Context: an optimization exercise on an open-source flow, tuned for small area and a short achievable clock period. The choices shown serve that exercise and are no tape-out recipe.
Where RTL was checked, it was by simulation tests only, not by an equivalence proof against the original.
Power and IR drop assume default switching activity.

==> 03-06 <==
## mult32x32
module mult32x32 (
  input              i_clk     ,
  input              i_rstn    ,
  input  wire        i_multa_ns,
  input  wire        i_multb_ns,
  input  wire [31:0] i_multa   ,
  input  wire [31:0] i_multb   ,
  output wire [63:0] o_product
);
clock: 4.0 ns
lec_check: 0
cap_margin: 20
core_margin: 2
core_utilization: 40
cts_buf_list: sky130_fd_sc_hd__clkbuf_8
setup_slack_margin: 2.0
slew_margin: 20
synth_hierarchical: 1
tns_end_percent: 100
run.sh (not shown) runs the stock make flow with config.mk's settings and CLKGATE_MAP_FILE= SYNTH_SCRIPT=/design/flow/synth_recipe.tcl, a recipe that flattens the netlist after the stock synthesis.
==> 04-12: changes against 03-06 <==
- CTS_BUF_LIST: sky130_fd_sc_hd__clkbuf_8 -> not set
- SETUP_SLACK_MARGIN: 2.0 -> 2.2
==> 07-01: changes against 03-06 <==
- CTS_BUF_LIST: sky130_fd_sc_hd__clkbuf_8 -> not set
==> qor summary <==
	04-12	07-01	03-06
Count of non-filler cells in the finished layout	5,497	5,176	5,293
Outcome	no timing/DRC/antenna violations	no timing/DRC/antenna violations	no timing/DRC/antenna violations
Vias in the first global route	31,500	28,900	29,500
Part of the total power dissipated in sequential elements	40.1%	42.8%	42.9%
CTS HTree Levels	3	3	4
Wire length on met2	60,700 um	52,100 um	52,900 um
Count of cell instances traversed by the critical path	6	4	4
CP peak stage delay	0.56 ns	0.63 ns	0.63 ns
Max Fclk	489 MHz	492 MHz	476 MHz
Number of instances resized during post-cts repair	903	469	477
Actual transition at the worst max-transition pin	0.818 ns	0.805 ns	0.810 ns
Setup Skew	0.0434 ns	0.0522 ns	0.0537 ns
Part of the total power dissipated in combinational logic	36.5%	33.3%	33.8%
Portion of the layout cell area used by non-clock buffers	13.1%	4.97%	5.98%
Met3 Track Usage GR	12.6%	6.26%	6.60%

========
==> v16: inputs <==
Starting RTL as in the previous note.
==> flow/config.mk <==
export PLATFORM = sky130hd
export DESIGN_NAME = mult32x32
export DESIGN_NICKNAME = mult32x32
export VERILOG_FILES = /design/flow/design.v
export SDC_FILE = /design/flow/constraint.sdc
export NUM_CORES = 4
export LEC_CHECK = 0
export CAP_MARGIN = 20
export CORE_MARGIN = 2
export CORE_UTILIZATION = 40
export PLACE_DENSITY = 0.85
export SETUP_SLACK_MARGIN = 2.0
export SLEW_MARGIN = 20
export SYNTH_HIERARCHICAL = 1
export TNS_END_PERCENT = 100
==> flow/constraint.sdc <==
create_clock -name core_clock -period 4.0 [get_ports {i_clk}]
set_input_delay 0.8000 -clock core_clock [delete_from_list [all_inputs] [get_ports {i_clk}]]
set_output_delay 0.8000 -clock core_clock [all_outputs]
set_load 0.01 [all_outputs]
standard.sh (not shown) runs the stock make flow with config.mk's settings and CLKGATE_MAP_FILE= SYNTH_SCRIPT=/design/flow/synth_recipe.tcl, a recipe that flattens the netlist after the stock synthesis.
==> flow/flow/run.sh <==
#!/bin/bash
set -euo pipefail
export CTS_ARGS="-sink_clustering_enable -repair_clock_nets -dont_use_dummy_load"
bash standard.sh > standard.log 2>&1
==> inputs of v14, as changes to v16 <==
- CORE_UTILIZATION: 40 -> 60
==> summary.txt <==
                                                                   v14          v16
Inserted Clock Buffers                                              92           89
Switching part of the total power                                0.353        0.353
Total met2 wirelength after detailed routing                 53,700 um    56,300 um
Sequential share of cell area                                    0.390        0.386
Status                                no timing/DRC/antenna violations  no timing/DRC/antenna violations
Fill cell count                                                  5,089        9,730
Number of placed instances with taps included                    4,404        4,931
Combined flip-flop and latch cell area                     19,400 um^2  19,400 um^2
Placed Instance Area                                       46,500 um^2  47,200 um^2
Power consumed by combinational cells                         0.0138 W     0.0137 W
GP Congestion                                                    0.963        0.941
Worst VDD drop                                                0.408 mV     0.356 mV
Total Power Consumption                                       0.0377 W     0.0374 W
Fraction of power consumed by sequential logic                   0.441        0.442
Portion of total power attributed to the clock network           0.193        0.192
Clock buffers                                                       92           89
Launching instance or port of the critical path                 s1_312       s1_527
DRC violation total after the first TritonRoute iteration        3,618        3,019
Total wire length after detailed routing                    120,000 um   126,000 um
Die Y-Extent                                                    279 um       341 um
Pin count of the biggest net entering global routing                72           65

========
==> 12-01: inputs <==
mult32x32, a different RTL version from the one above (not shown whole).
clock: 4.0 ns
lec_check: 0
cap_margin: 20
core_margin: 2
core_utilization: 40
setup_slack_margin: 1.9
slew_margin: 20
synth_hierarchical: 1
tns_end_percent: 100
run.sh (not shown) runs the stock make flow with config.mk's settings and CLKGATE_MAP_FILE= SYNTH_SCRIPT=/design/flow/synth_recipe.tcl, a recipe that flattens the netlist after the stock synthesis.
Stock flow here: none of the scripts above is used.
==> 07-24: changes against 12-01 <==
- CORE_UTILIZATION: 40 -> 50
- CTS_CLUSTER_SIZE: not set -> 30
==> summary.txt <==
- 12-01 ran to the end with no violations. 07-24 finished with timing, DRC and antenna clean.
- Clock skew is about the same in 07-24 and 12-01.
- Against 12-01, the register-to-register slack of 07-24 is worse by 70 ps.
- Of 12-01 and 07-24, 12-01 has the higher count of clock-buffer cells in the layout (gap 3).
- In 12-01 the final area is higher than in 07-24, by about 0.8%.
==> figures <==
| metric | 07-24 | 12-01 |
|---|---|---|
| Run status | finished clean | finished clean |
| Clock share of power | 23.9% | 24.1% |
| Worst-path maximum fanout | 15 | 8 |
| Net switching share of the total power | 34.0% | 33.7% |
| Launch instance of the worst register-to-register path | s1_349 | s1_303 |
| Maximum clock rate | 454 MHz | 469 MHz |
| Drt first-iter violations | 3175 | 2124 |
| Worst hold slack | 311 ps | 307 ps |
| Net Switching | 0.0130 W | 0.0128 W |
| Number of cells in the design after placement | 4595 | 4915 |
Function was not checked in any run of this note: the RTL went through the layout flow alone.

========
==> exp/raven <==
mult32x32 with an RTL version that a note above also has.
==> flow/config.mk <==
export PLATFORM = sky130hd
export DESIGN_NAME = mult32x32
export DESIGN_NICKNAME = mult32x32
export VERILOG_FILES = /design/flow/design.v
export SDC_FILE = /design/flow/constraint.sdc
export NUM_CORES = 4
export LEC_CHECK = 0
export CAP_MARGIN = 20
export CORE_MARGIN = 2
export CORE_UTILIZATION = 40
export PLACE_DENSITY = 0.85
export SETUP_SLACK_MARGIN = 2.0
export SLEW_MARGIN = 20
export SYNTH_HIERARCHICAL = 1
export TNS_END_PERCENT = 100
==> flow/constraint.sdc <==
create_clock -name core_clock -period 4.0 [get_ports {i_clk}]
set_input_delay 0.8000 -clock core_clock [delete_from_list [all_inputs] [get_ports {i_clk}]]
set_output_delay 0.8000 -clock core_clock [all_outputs]
set_load 0.01 [all_outputs]
standard.sh (not shown) runs the stock make flow with config.mk's settings and CLKGATE_MAP_FILE= SYNTH_SCRIPT=/design/flow/synth_recipe.tcl, a recipe that flattens the netlist after the stock synthesis.
==> flow/flow/run.sh <==
#!/bin/bash
set -euo pipefail
export CTS_ARGS="-sink_clustering_enable -repair_clock_nets -dont_use_dummy_load -sink_clustering_size 20 -sink_clustering_max_diameter 100"
bash standard.sh > standard.log 2>&1
==> exp/lagoon: changes against exp/raven <==
==> flow/run.sh (new file) <==
#!/bin/bash
# synth_recipe.tcl (not shown) runs the flow's synth.tcl, then flattens the netlist and writes it again
# the make line also repeats each setting of config.mk as NAME=value (left out here)
make -C /OpenROAD-flow-scripts/flow DESIGN_CONFIG=/design/flow/config.mk WORK_HOME=/design/flow/orfs CLKGATE_MAP_FILE= SYNTH_SCRIPT=/design/flow/synth_recipe.tcl finish
PLACE_DENSITY = unset   (was 0.85)
SETUP_SLACK_MARGIN = 1.9   (was 2.0)
removed: flow/flow/run.sh
removed: flow/standard.sh
==> summary of the runs <==
- Synthesized cell count is the same in exp/raven and exp/lagoon.
- Between exp/raven and exp/lagoon, the lower final area is in exp/raven (gap about 4%, measured against exp/lagoon).
- Against exp/lagoon, the clock power of exp/raven is smaller by 43%.
- Of exp/raven and exp/lagoon, exp/lagoon has the higher worst hold slack (gap 0.033 ns).
- In area after synthesis, exp/lagoon and exp/raven do not differ.
- Critical path depth is the same in exp/raven and exp/lagoon.
==> figures <==
                                                                                       exp/raven               exp/lagoon
Multi-input combinational cell area                                                  24100 sq um              23900 sq um
Final non-filler cell total                                                                 5034                     5154
Slew at the pin closest to its max-slew limit                                            1.02 ns                 0.929 ns
Run status                                                               complete, no violations  complete, no violations
Largest fanout on the critical path                                                           11                       16
Wire length of the first global-routing pass                                      184000 microns           189000 microns
Fraction of area in multi-input gates                                                      48.6%                    46.3%
Clock tree buffer count of the final layout                                                   57                      122
Count of multi-input gates                                                                  2144                     2143
Placed standard-cell area                                                            47200 sq um              47400 sq um
Data buffer area share                                                                     4.75%                    4.95%
Met3 routing resource usage after global routing                                           5.58%                    6.35%
Library cell contributing the largest single delay on the critical path                  dfxtp_1                     fa_1

========
==> inputs of run a <==
Starting RTL as in the previous note.
Settings: LEC_CHECK=0, CAP_MARGIN=20, CORE_MARGIN=2, CORE_UTILIZATION=40, PLACE_DENSITY=0.85, SETUP_SLACK_MARGIN=2.05, SLEW_MARGIN=20, SYNTH_HIERARCHICAL=1, TNS_END_PERCENT=100; clock period 4.0 ns.
==> flow/flow/run.sh <==
#!/bin/bash
set -euo pipefail
export CTS_ARGS="-sink_clustering_enable -repair_clock_nets -dont_use_dummy_load"
bash standard.sh > standard.log 2>&1
==> inputs of run b, as changes to run a <==
==> flow/run.sh (new file) <==
#!/bin/bash
# synth_recipe.tcl (not shown) runs the flow's synth.tcl, then flattens the netlist and writes it again
# the make line also repeats each setting of config.mk as NAME=value (left out here)
make -C /OpenROAD-flow-scripts/flow DESIGN_CONFIG=/design/flow/config.mk WORK_HOME=/design/flow/orfs CLKGATE_MAP_FILE= SYNTH_SCRIPT=/design/flow/synth_recipe.tcl finish
- PLACE_DENSITY: 0.85 -> unset
- SETUP_SLACK_MARGIN: 2.05 -> 1.8
removed: flow/flow/run.sh
removed: flow/standard.sh
==> summary of the runs <==
Run b went through all stages and came out clean. Run a ran to the end with no violations.
Against run b, the cell count of run a is smaller by 0.88%.
In run b the maximum frequency is smaller than in run a, by about 14%.
In run b the sequential share of layout area is lower than in run a, by 0.17 points.
Against run a, the power of run b is larger by 0.67%.

[what the ideal ports hide]
Ports are ideal in the flow. The routed layouts listed here were re-timed in OpenROAD. Step 1 (the two cells are an assumption about what drives the block):
set clk [get_ports {i_clk}]
set_driving_cell -lib_cell sky130_fd_sc_hd__clkbuf_16 $clk
set_driving_cell -lib_cell sky130_fd_sc_hd__buf_2 [delete_from_list [all_inputs] $clk]
Step 2 also shifts input and output timing later by t, the mid clock arrival at the registers, as if the neighbouring blocks saw the same clock. Three values: no drivers, after step 1, after step 2; two values: the first two.
run | t, ns | slack for setup (ns) | hold slack, ns | worst data-port slew with drivers (ns) | pins driven straight from the clock port
03-06 | 0.888 | 1.900 / 1.880 / 1.117 | 0.164 / 0.121 / 0.308 | 0.06 | 1
04-12 | 0.774 | 1.953 / 1.953 / 1.423 | 0.218 / 0.176 / 0.312 | 0.06 | 1
07-01 | 0.736 | 1.969 / 1.969 / 1.343 | 0.289 / 0.258 / 0.305 | 0.06 | 1
v16 | 0.699 | 1.996 / 1.973 / 1.341 | 0.266 / 0.241 / 0.266 | 0.06 | 1
v14 | 0.686 | 1.978 / 1.978 / 1.358 | 0.249 / 0.215 / 0.308 | 0.06 | 1
12-01 | 0.744 | 1.868 / 1.868 / 1.247 | 0.307 / 0.260 / 0.311 | 0.07 | 1
07-24 | 0.741 | 1.800 / 1.800 / 1.221 | 0.311 / 0.259 / 0.320 | 0.08 | 1
exp/raven | 0.691 | 1.968 / 1.960 / 1.362 | 0.265 / 0.245 / 0.305 | 0.06 | 1
exp/lagoon | 0.746 | 1.896 / 1.886 / 1.236 | 0.299 / 0.253 / 0.308 | 0.08 | 1
run a | 0.699 | 2.017 / 2.004 / 1.372 | 0.267 / 0.244 / 0.268 | 0.06 | 1
run b | 0.746 | 1.704 / 1.704 / 1.115 | 0.317 / 0.306 / 0.317 | 0.11 | 1
After both steps every run listed still meets setup and hold. The setup slack of 03-06, which loses most, moves by -0.020 ns with the drivers and by -0.783 ns with both steps.
